This is an optimization exercise on Yosys and OpenROAD, whose aim is a short achievable clock period and few clock cycles, not a production implementation.
Function was checked by simulation only, so behaviour that the tests miss may differ from the original.
Power and IR drop assume default switching activity.

**flow/design.v**
```verilog
`timescale 1ns / 1ps
module mips(
    input clk,
    input reset,
    output [31:0] i_inst_addr,
    input  [31:0] i_inst_rdata,
    output [31:0] m_data_addr,
    output [3:0]  m_data_byteen,
    output [31:0] m_data_wdata,
    output [31:0] m_inst_addr,
    input  [31:0] m_data_rdata,
    output w_grf_we,
    output [4:0]  w_grf_addr,
    output [31:0] w_grf_wdata,
    output [31:0] w_inst_addr
    );
    reg  [31:0] pc;                  
    reg  [31:0] f_ir;                
    reg  [31:0] d_hold, d_pc;        
    reg         d_sel_hold, d_nop;
    wire [31:0] d_ir = d_nop ? 32'd0 : d_sel_hold ? d_hold : f_ir;
    reg  [31:0] x_pc, x_a, x_b;      
    reg  [4:0]  x_dst;
    reg         x_add, x_sub, x_and, x_or, x_xor, x_nor, x_slt, x_sltu;
    reg         x_sll, x_srl, x_sra, x_mfhi, x_mflo;
    reg         x_mul, x_div, x_sgn, x_mthi, x_mtlo;
    reg         x_ld, x_ldb, x_ldh, x_ldu;
    reg         x_fa, x_fb;
    reg  [31:0] x_addr, x_wdata;
    reg  [3:0]  x_be;
    reg  [31:0] w_pc, w_res, w_raw;  
    reg  [4:0]  w_dst;
    reg         w_ld, w_ldb, w_ldh, w_ldu;
    reg  [1:0]  w_al;
    reg         o_we;                
    reg  [4:0]  o_dst;
    reg  [31:0] o_val, o_pc;
    reg  [31:0] hi, lo;              
    reg         hi_n, lo_n;          
    wire [31:0] hi_rd = hi_n ? -hi : hi;
    wire [31:0] lo_rd = lo_n ? -lo : lo;
    reg         rst;
    always @(posedge clk) rst <= reset;
    assign i_inst_addr   = pc;
    assign m_data_addr   = x_addr;
    assign m_data_byteen = x_be;
    assign m_data_wdata  = x_wdata;
    assign m_inst_addr   = x_pc;
    assign w_grf_we      = o_we;
    assign w_grf_addr    = o_dst;
    assign w_grf_wdata   = o_val;
    assign w_inst_addr   = o_pc;
    wire [7:0]  l_byte = w_al[1] ? (w_al[0] ? w_raw[31:24] : w_raw[23:16])
                                 : (w_al[0] ? w_raw[15:8]  : w_raw[7:0]);
    wire [15:0] l_half = w_al[1] ? w_raw[31:16] : w_raw[15:0];
    wire [31:0] w_ldv  = w_ldb ? {{24{~w_ldu & l_byte[7]}}, l_byte} :
                         w_ldh ? {{16{~w_ldu & l_half[15]}}, l_half} : w_raw;
    wire [31:0] w_val  = w_ld ? w_ldv : w_res;
    reg  [31:1] rv;
    wire [31:0] rf [0:31];
    assign rf[0] = 32'd0;
    genvar gi;
    generate
        for (gi = 1; gi < 32; gi = gi + 1) begin : g_rf
            reg [31:0] q;
            always @(posedge clk)
                if (w_dst == gi) q <= w_val;
            assign rf[gi] = rv[gi] ? q : 32'd0;
        end
    endgenerate
    always @(posedge clk) begin
        if (rst) rv <= 31'd0;
        else if (w_dst != 5'd0) rv[w_dst] <= 1'b1;
    end
    wire [5:0]  op = d_ir[31:26];
    wire [5:0]  fn = d_ir[5:0];
    wire [4:0]  rs = d_ir[25:21];
    wire [4:0]  rt = d_ir[20:16];
    wire [4:0]  rd = d_ir[15:11];
    wire [4:0]  sh = d_ir[10:6];
    wire [15:0] imm = d_ir[15:0];
    wire sp     = (op == 6'h00);
    wire ri     = (op == 6'h01);
    wire f_add  = sp & (fn == 6'h20 | fn == 6'h21);
    wire f_sub  = sp & (fn == 6'h22 | fn == 6'h23);
    wire f_and  = sp & (fn == 6'h24);
    wire f_or   = sp & (fn == 6'h25);
    wire f_xor  = sp & (fn == 6'h26);
    wire f_nor  = sp & (fn == 6'h27);
    wire f_slt  = sp & (fn == 6'h2a);
    wire f_sltu = sp & (fn == 6'h2b);
    wire f_sll  = sp & (fn == 6'h00);
    wire f_srl  = sp & (fn == 6'h02);
    wire f_sra  = sp & (fn == 6'h03);
    wire f_sllv = sp & (fn == 6'h04);
    wire f_srlv = sp & (fn == 6'h06);
    wire f_srav = sp & (fn == 6'h07);
    wire f_jr   = sp & (fn == 6'h08);
    wire f_jalr = sp & (fn == 6'h09);
    wire f_mfhi = sp & (fn == 6'h10);
    wire f_mthi = sp & (fn == 6'h11);
    wire f_mflo = sp & (fn == 6'h12);
    wire f_mtlo = sp & (fn == 6'h13);
    wire f_mult = sp & (fn == 6'h18);
    wire f_multu= sp & (fn == 6'h19);
    wire f_div  = sp & (fn == 6'h1a);
    wire f_divu = sp & (fn == 6'h1b);
    wire i_addi = (op == 6'h08) | (op == 6'h09);
    wire i_slti = (op == 6'h0a);
    wire i_sltiu= (op == 6'h0b);
    wire i_andi = (op == 6'h0c);
    wire i_ori  = (op == 6'h0d);
    wire i_xori = (op == 6'h0e);
    wire i_lui  = (op == 6'h0f);
    wire i_lb   = (op == 6'h20);
    wire i_lh   = (op == 6'h21);
    wire i_lw   = (op == 6'h23);
    wire i_lbu  = (op == 6'h24);
    wire i_lhu  = (op == 6'h25);
    wire i_sb   = (op == 6'h28);
    wire i_sh   = (op == 6'h29);
    wire i_sw   = (op == 6'h2b);
    wire i_beq  = (op == 6'h04);
    wire i_bne  = (op == 6'h05);
    wire i_blez = (op == 6'h06);
    wire i_bgtz = (op == 6'h07);
    wire i_bltz = ri & (rt == 5'd0);
    wire i_bgez = ri & (rt == 5'd1);
    wire i_bgezal = ri & (rt == 5'd17);
    wire i_j    = (op == 6'h02);
    wire i_jal  = (op == 6'h03);
    wire c_shi  = f_sll | f_srl | f_sra;
    wire c_calr = f_add | f_sub | f_and | f_or | f_xor | f_nor | f_slt | f_sltu |
                  c_shi | f_sllv | f_srlv | f_srav;
    wire c_cali = i_addi | i_slti | i_sltiu | i_andi | i_ori | i_xori | i_lui;
    wire c_load = i_lb | i_lh | i_lw | i_lbu | i_lhu;
    wire c_store= i_sb | i_sh | i_sw;
    wire c_md   = f_mult | f_multu | f_div | f_divu;
    wire c_mf   = f_mfhi | f_mflo;
    wire c_mt   = f_mthi | f_mtlo;
    wire c_hilo = c_md | c_mf | c_mt;
    wire c_link = i_jal | f_jalr | i_bgezal;
    wire use_rs_d = i_beq | i_bne | i_blez | i_bgtz | i_bltz | i_bgez | i_bgezal |
                    f_jr | f_jalr | c_load | c_store;
    wire use_rt_d = i_beq | i_bne | c_store;
    wire use_rs_x = (c_calr & ~c_shi) | (c_cali & ~i_lui) | c_md | c_mt;
    wire use_rt_x = c_calr | c_md;
    wire [31:0] x_res;
    wire x_hit_rs = (x_dst == rs) & (rs != 5'd0);
    wire x_hit_rt = (x_dst == rt) & (rt != 5'd0);
    wire w_hit_rs = (w_dst == rs) & (rs != 5'd0);
    wire w_hit_rt = (w_dst == rt) & (rt != 5'd0);
    wire [31:0] rsv = x_hit_rs ? x_res : w_hit_rs ? w_val : rf[rs];
    wire [31:0] rtv = x_hit_rt ? x_res : w_hit_rt ? w_val : rf[rt];
    reg        dv_busy, dv_qn, dv_rn;
    reg  [2:0] dv_cnt;
    reg  [31:0] dv_r, dv_q, dv_d;
    reg  [33:0] dv_d3;
    wire st_load = x_ld & ((use_rs_d & x_hit_rs) | (use_rt_d & x_hit_rt));
    wire st_hilo = c_hilo & (x_div | (dv_busy & (dv_cnt != 3'd1)));
    wire stall   = st_load | st_hilo;
    wire rs_eq  = (rsv == rtv);
    wire rs_neg = rsv[31];
    wire rs_z   = (rsv == 32'd0);
    wire taken  = (i_beq & rs_eq) | (i_bne & ~rs_eq) |
                  (i_blez & (rs_neg | rs_z)) | (i_bgtz & ~(rs_neg | rs_z)) |
                  (i_bltz & rs_neg) | ((i_bgez | i_bgezal) & ~rs_neg);
    wire [31:0] t_br = d_pc + 32'd4 + {{14{imm[15]}}, imm, 2'b00};
    wire [31:0] t_j  = {d_pc[31:28], d_ir[25:0], 2'b00};
    wire [31:0] npc  = taken ? t_br :
                       (i_j | i_jal) ? t_j :
                       (f_jr | f_jalr) ? rsv : pc + 32'd4;
    wire [4:0] dst = (c_calr | f_jalr | c_mf) ? rd :
                     (c_cali | c_load) ? rt :
                     (i_jal | (i_bgezal & ~rs_neg)) ? 5'd31 : 5'd0;
    wire [31:0] maddr = rsv + {{16{imm[15]}}, imm};
    wire [3:0]  be = i_sw ? 4'b1111 :
                     i_sh ? (maddr[1] ? 4'b1100 : 4'b0011) :
                     i_sb ? (4'b0001 << maddr[1:0]) : 4'b0000;
    wire [31:0] wdata = i_sw ? rtv : i_sh ? {2{rtv[15:0]}} : {4{rtv[7:0]}};
    wire [31:0] ext = (i_andi | i_ori | i_xori) ? {16'd0, imm} :
                      i_lui ? {imm, 16'd0} : {{16{imm[15]}}, imm};
    wire [31:0] opa = c_shi ? {27'd0, sh} : c_link ? d_pc : i_lui ? 32'd0 : rsv;
    wire [31:0] opb = c_link ? 32'd8 : c_cali ? ext : rtv;
    always @(posedge clk) begin
        f_ir   <= i_inst_rdata;
        d_hold <= d_ir;
        if (rst) begin
            pc         <= 32'h0000_3000;
            d_nop      <= 1'b1;
            d_sel_hold <= 1'b0;
        end else begin
            d_sel_hold <= stall;
            if (!stall) begin
                pc    <= npc;
                d_nop <= 1'b0;
            end
        end
        if (!stall) d_pc <= pc;
    end
    wire bub = rst | stall;
    always @(posedge clk) begin
        x_pc    <= d_pc;
        x_a     <= opa;
        x_b     <= opb;
        x_addr  <= maddr;
        x_wdata <= wdata;
        x_ldb   <= i_lb | i_lbu;
        x_ldh   <= i_lh | i_lhu;
        x_ldu   <= i_lbu | i_lhu;
        x_sgn   <= f_mult | f_div;
        x_fa    <= use_rs_x & x_ld & x_hit_rs;
        x_fb    <= use_rt_x & x_ld & x_hit_rt;
        x_add   <= f_add | i_addi | c_link | i_lui;
        x_sub   <= f_sub;
        x_and   <= f_and | i_andi;
        x_or    <= f_or | i_ori;
        x_xor   <= f_xor | i_xori;
        x_nor   <= f_nor;
        x_slt   <= f_slt | i_slti;
        x_sltu  <= f_sltu | i_sltiu;
        x_sll   <= f_sll | f_sllv;
        x_srl   <= f_srl | f_srlv;
        x_sra   <= f_sra | f_srav;
        x_mfhi  <= f_mfhi;
        x_mflo  <= f_mflo;
        if (bub | reset) x_be <= 4'd0;
        else             x_be <= be;
        if (bub) begin
            x_dst  <= 5'd0;
            x_ld   <= 1'b0;
            x_mul  <= 1'b0;
            x_div  <= 1'b0;
            x_mthi <= 1'b0;
            x_mtlo <= 1'b0;
        end else begin
            x_dst  <= dst;
            x_ld   <= c_load;
            x_mul  <= f_mult | f_multu;
            x_div  <= f_div | f_divu;
            x_mthi <= f_mthi;
            x_mtlo <= f_mtlo;
        end
    end
    wire [31:0] a = x_fa ? w_ldv : x_a;
    wire [31:0] b = x_fb ? w_ldv : x_b;
    wire [4:0]  sa = a[4:0];
    wire [31:0] r_sum = a + b;
    wire [31:0] r_dif = a - b;
    wire        r_slt = $signed(a) < $signed(b);
    wire        r_sltu = a < b;
    wire [31:0] r_sll = b << sa;
    wire [31:0] r_srl = b >> sa;
    wire [31:0] r_sra = $signed(b) >>> sa;
    assign x_res = ({32{x_add}}  & r_sum) |
                   ({32{x_sub}}  & r_dif) |
                   ({32{x_and}}  & (a & b)) |
                   ({32{x_or}}   & (a | b)) |
                   ({32{x_xor}}  & (a ^ b)) |
                   ({32{x_nor}}  & ~(a | b)) |
                   ({32{x_slt}}  & {31'd0, r_slt}) |
                   ({32{x_sltu}} & {31'd0, r_sltu}) |
                   ({32{x_sll}}  & r_sll) |
                   ({32{x_srl}}  & r_srl) |
                   ({32{x_sra}}  & r_sra) |
                   ({32{x_mfhi}} & hi_rd) |
                   ({32{x_mflo}} & lo_rd);
    wire [65:0] prod = $signed({x_sgn & a[31], a}) * $signed({x_sgn & b[31], b});
    wire        dsa = x_sgn & a[31];
    wire        dsb = x_sgn & b[31];
    wire [31:0] ua  = dsa ? -a : a;
    wire [31:0] ub  = dsb ? -b : b;
    wire [3:0]  lt;                   
    genvar gc;
    generate
        for (gc = 0; gc < 4; gc = gc + 1) begin : g_lt
            assign lt[gc] = (ua >> (8 * gc)) < ub;
        end
    endgenerate
    reg  [31:0] s_r, s_q;
    reg  [33:0] s_t;
    reg  [34:0] s_1, s_2, s_3;
    integer k;
    always @(*) begin
        s_r = dv_r;
        s_q = dv_q;
        for (k = 0; k < 4; k = k + 1) begin
            s_t = {s_r, s_q[31:30]};
            s_q = {s_q[29:0], 2'b00};
            s_1 = {1'b0, s_t} - {3'b000, dv_d};
            s_2 = {1'b0, s_t} - {2'b00, dv_d, 1'b0};
            s_3 = {1'b0, s_t} - {1'b0, dv_d3};
            if (!s_3[34]) begin
                s_r = s_3[31:0];
                s_q[1:0] = 2'd3;
            end else if (!s_2[34]) begin
                s_r = s_2[31:0];
                s_q[1:0] = 2'd2;
            end else if (!s_1[34]) begin
                s_r = s_1[31:0];
                s_q[1:0] = 2'd1;
            end else begin
                s_r = s_t[31:0];
            end
        end
    end
    always @(posedge clk) begin
        if (rst) begin
            hi      <= 32'd0;
            lo      <= 32'd0;
            hi_n    <= 1'b0;
            lo_n    <= 1'b0;
            dv_busy <= 1'b0;
            dv_cnt  <= 3'd0;
        end else if (dv_busy) begin
            dv_cnt <= dv_cnt - 3'd1;
            dv_r   <= s_r;
            dv_q   <= s_q;
            if (dv_cnt == 3'd1) begin
                dv_busy <= 1'b0;
                hi   <= s_r;
                lo   <= s_q;
                hi_n <= dv_rn;
                lo_n <= dv_qn;
            end
        end else if (x_mul) begin
            hi   <= prod[63:32];
            lo   <= prod[31:0];
            hi_n <= 1'b0;
            lo_n <= 1'b0;
        end else if (x_div) begin
            dv_d  <= ub;
            dv_d3 <= {2'b00, ub} + {1'b0, ub, 1'b0};
            dv_qn <= dsa ^ dsb;
            dv_rn <= dsa;
            if (lt[0]) begin
                hi   <= a;
                lo   <= 32'd0;
                hi_n <= 1'b0;
                lo_n <= 1'b0;
            end else begin
                dv_busy <= 1'b1;
                casez (lt[3:1])
                    3'b??1:  begin dv_cnt <= 3'd1; dv_r <= ua >> 8;  dv_q <= ua << 24; end
                    3'b?10:  begin dv_cnt <= 3'd2; dv_r <= ua >> 16; dv_q <= ua << 16; end
                    3'b100:  begin dv_cnt <= 3'd3; dv_r <= ua >> 24; dv_q <= ua << 8;  end
                    default: begin dv_cnt <= 3'd4; dv_r <= 32'd0;    dv_q <= ua;       end
                endcase
            end
        end else begin
            if (x_mthi) begin
                hi   <= a;
                hi_n <= 1'b0;
            end
            if (x_mtlo) begin
                lo   <= a;
                lo_n <= 1'b0;
            end
        end
    end
    always @(posedge clk) begin
        w_pc  <= x_pc;
        w_res <= x_res;
        w_raw <= m_data_rdata;
        w_ld  <= x_ld;
        w_ldb <= x_ldb;
        w_ldh <= x_ldh;
        w_ldu <= x_ldu;
        w_al  <= x_addr[1:0];
        w_dst <= rst ? 5'd0 : x_dst;
        o_we  <= ~reset & ~rst & (w_dst != 5'd0);
        o_dst <= w_dst;
        o_val <= w_val;
        o_pc  <= w_pc;
    end
endmodule
```
**flow/flow/run.sh**
```bash
#!/bin/bash
# Layout: the standard ORFS flow (standard synthesis unchanged), with
# repair_timing driven by a setup margin.  The clock period and the SDC are
# the design's; the margin only makes the resizer work on the paths that
# set the achieved period (the ports' fixed delays leave ~85 ns of slack at
# the 110 ns clock, so without a margin nothing is repaired).
set -uo pipefail
export SETUP_SLACK_MARGIN=87
bash standard.sh > standard_flow.log 2>&1
status=$?
exit $status
```
**flow/standard.sh**
```bash
#!/bin/bash
# synth_recipe.tcl (not shown) runs the flow's synth.tcl, then flattens the netlist and writes it again
# the make line also repeats each setting of config.mk as NAME=value (left out here)
make -C /OpenROAD-flow-scripts/flow DESIGN_CONFIG=/design/flow/config.mk WORK_HOME=/design/flow/orfs CLKGATE_MAP_FILE= SYNTH_SCRIPT=/design/flow/synth_recipe.tcl "${@:-finish}"
```
**flow/config.mk**
```make
export PLATFORM = sky130hd
export DESIGN_NAME = mips
export DESIGN_NICKNAME = mips
export VERILOG_FILES = /design/flow/design.v
export SDC_FILE = /design/flow/constraint.sdc
export NUM_CORES = 4
export LEC_CHECK = 0
export CAP_MARGIN = 20
export CORE_MARGIN = 2
export CORE_UTILIZATION = 35
export PLACE_DENSITY = 0.45
export SLEW_MARGIN = 20
```
**flow/constraint.sdc**
```tcl
create_clock -name core_clock -period 110.0 [get_ports {clk}]
set_input_delay 22.0000 -clock core_clock [delete_from_list [all_inputs] [get_ports {clk}]]
set_output_delay 22.0000 -clock core_clock [all_outputs]
set_load 0.01 [all_outputs]
```
==> impl_results.md <==
- Pins over their slew limit: 0
- Max_cap viols: 0
- Dpl hpwl: 679,000 um
- Initial DRC count: between 20,000 and 25,000
- Global routing usage on met2: between 60% and 70%
- Avg WL per Cell: 40.1 um
- Syn Nets: roughly 19,000
- Die area: about 0.44 mm^2
- Residual DRC: 0
- Average size of a mapped cell: between 8 and 9 um^2
- Worst Hold End: w_ldh
- RePlAce Congestion: 1.07
- Unrepaired setup endpoints after global routing: yes
- Chip Height: between 600 and 700 um
- Asr flop ratio synth: 0%
- Final WL: roughly 940,000 um
- GRT met3 Usage: roughly an eighth
- CP Cell Sequence: buf_2
- Crit. Startpoint: o_val[8]
- Hold path start: x_ldh
- Clock transition at the registers of the reported paths: approximately 0.06 ns
- Die width: between 600 and 700 um
- Largest net degree at the start of global routing: ~80
- Fin Setup TNS: 0 ns
- Number of buffers created by CTS: between 200 and 250
- Max transition margin: 9.40%
- Pleak: roughly 0.068 uW
- Period utilisation layout: 21.4%
- Top Usage Layer GRT: met2
- Post-Layout Cell Count: 23,356
- Placement Setup Slack: 86.56 ns
- Clk Latency, worst-skew pair: 1.06 ns
- I/O Buffers: approximately 270
- CP bufs+invs: 1
- # setup viols final: 0
- Crit-path max FO: 1
- CP top delay family: flip-flops
- Number of standard cells after synthesis: 17,082
- Initial core utilization: a little over a third
- # IOs: approximately 270
- Worst-Margin Slew: 1.36 ns
- Worst Clk Skew: around 0.18 ns
- Critical-path top delay cell: dfxtp_1
- Kind of critical path: flip-flop to primary output
- Maximum vdd drop: between 10 and 15 uV
- Core area: roughly 0.44 mm^2
- Final worst slack: between 80 and 90 ns
- Largest stage delay on the critical path: between 0.3 and 0.4 ns
- Clock sink count: 1,725
- Synth Warn #: 1
- Hold Path Depth: 0
- CTS tree: built
- Commonest non-fill, non-tap cells in the layout: 1,967 x nand2_1, 1,384 x inv_1, 1,178 x nor2_1, 1,155 x edfxtp_1, 1,142 x fa_1
- GR Overflow Total: 0
- # rows: 243
- Commonest non-fill, non-tap cell in the layout: nand2_1
- Fillcell total: 44,437
- Crit path DAT: 1.49 ns
- FMAX: about 0.043 GHz
- Fin crit period: ~23 ns
- Synth Cell Area: approximately 0.15 mm^2
- Via Count: 153,465
- Worst r2r src: dv_q[30]
- CP endpoint kind: primary output
- Initial antenna violation count: ~140
- Global-route wire length before repair: approximately 1,300,000 um
- Root Driver: clkbuf_16
- Placed cell count: 22,811
- Sequential area share after synthesis: roughly 30%
- CTS H-Tree Depth: 4
- Synth cell types: approximately 120
- Number of global-route vias before repair: between 100k and 150k
- Fin. Hold Viols: 0
- Number of synthesized flops with an enable pin: about 1,200
- #FFs+latches synth: approximately 1,700
- Layout cells sized above 1: roughly 11%
- Clock Path Buffers: 4
- Final total power: between 2000 and 2500 uW
- All-Layer GR Usage: between 40% and 50%
- CP required: 88.00 ns
- Status: timing/DRC/antenna clean
- Via density: around 6.6
- R2r worst-path depth: between 60 and 70
- Dominant synthesized flop cell: edfxtp_1
- Antenna viol nets, final: 0
- Power Dens Cells: between 10 and 15 mW/mm^2
- Met1 usage: around 49%
- Worst Setup Start Kind: flip-flop
- # nets final: 19,441
- Drt pass-1 iters: 7
- Critical R2R Capture: dv_r[5]
- HP Class: flip-flop to flip-flop
- P&R area growth vs syn: 13.4%
- R2r setup slk: approximately 90 ns
[logic make-up after synthesis]
logic type / synth area share, %
buf+inv: 6.17
fa+ha+maj: 22.4
xor+xnor: 3.67
mux: 2.19
compound gates: 17.9
flops: 30.0
simple gates: 17.6
[routing by layer]
layer  up-vias  share of wire, %  wire (um)
li1      61913                 -          -
met1     76212                37     344000
met2     11474                42     393000
met3      3806                11     105000
met4        60                10      95400
met5         -             0.057        531
[Yosys cell counts (all sizes together) (81+ instances only)]
cell type	n	area, um^2
a31oi	207	1290
nand2b	136	851
and2	84	526
o21ai	694	3470
a221oi	99	873
inv	1408	5290
nand4	241	1510
and3	169	1060
nor2b	116	728
nor3	302	1530
clkbuf	792	2970
a21oi	787	3950
edfxtp	1155	34700
o22ai	322	2030
mux2i	209	2110
xor2	171	1500
nand2	1974	7410
o21a	132	991
a21o	255	1910
o221ai	100	882
a2111oi	82	813
ha	925	11600
a22oi	103	778
xnor2	474	4150
nand3	1120	5610
o31ai	81	633
mux2	89	1000
nor4	110	694
nor2	1250	4690
o211ai	131	993
buf	244	1110
fa	1142	22900
a211oi	221	1710
dfxtp	570	11400
o2111ai	87	762
[through the flow]
stage | cell area [um^2] | util (%) | hold WS [ns]
after floorplan | 154000 | - | 0.310
after global placement | 167000 | 38.1 | 0.313
after detailed placement | 167000 | 38.1 | 0.312
after CTS | 174000 | 39.7 | 0.328
after global routing | 174000 | 39.8 | 0.338
final | 174000 | 39.8 | 0.328
[sequential cells by signal, summed over array words and instances, names as in the netlist, 31 cells and up]
register	count
lo	32
x_pc	32
d_pc	32
w_raw	32
pc	32
x_addr	32
x_b	32
x_wdata	32
x_a	32
rv	31
dv_r	32
g_rf.q	992
w_pc	32
dv_q	32
o_pc	32
dv_d3	33
hi	32
d_hold	32
f_ir	32
dv_d	32
w_res	32
o_val	32
[final cells by class]
class	count	area (um^2)	share of cell area [%]
diodes	123	308	0.177
clock buffers	276	5820	3.34
clock inverters	100	1040	0.596
inverters	1440	5410	3.10
multi-input cells	12881	99700	57.2
flip-flops and latches	1725	46400	26.6
well taps	5757	7200	4.13
repair buffers	1054	8560	4.91
[how the worst max path moves through the flow]
stage               cells past startpoint             end
global placement                        4         x_be[2]
finish                                  1  w_grf_wdata[8]
detailed placement                      4         x_be[3]
CTS                                     1  w_grf_wdata[8]
floorplan                               3         x_be[3]
global route                            1  w_grf_wdata[8]
[power breakdown]
part	internal, uW	switching (uW)
Combinational	236	562
Clock	408	320
Sequential	721	18.2
Total	1360	900
[timing repair]
action                     in CTS  in global routing
setup buffers                  33                  8
hold buffers                    0                  0
setup endpoints to repair     202                202
gates resized for setup      1078                 73
Testbench counts, summed over its fixed seeds: cycles 74,090.

static timing again, ports no longer ideal:
Ports are ideal in the flow. The routed layout listed here was re-timed in OpenROAD. Step 1 sets driving cells, clkbuf_16 on the clock port and buf_2 on the other inputs (assumed; they add their load-dependent delay and slew). Step 2 moves the port delays by t, midway between the first and last clock arrival at a register: inputs arrive t later, outputs are due t later. That takes back most of the time a late clock gives input paths. Three values: ideal ports, drivers, drivers and shift; two values: the first two.
shift t [ns]: 1.084
slack for setup (ns): 86.512 / 86.399 / 86.445
hold slack, ns: 0.328 / 0.328 / 0.328
slew at the worst register clock pin (ns): 0.10 / 0.10
worst data-port slew with drivers (ns): 0.07
After both steps setup and hold are still met in this run. For this run, drivers alone change the setup slack by -0.113 ns; drivers and shift together by -0.067 ns.
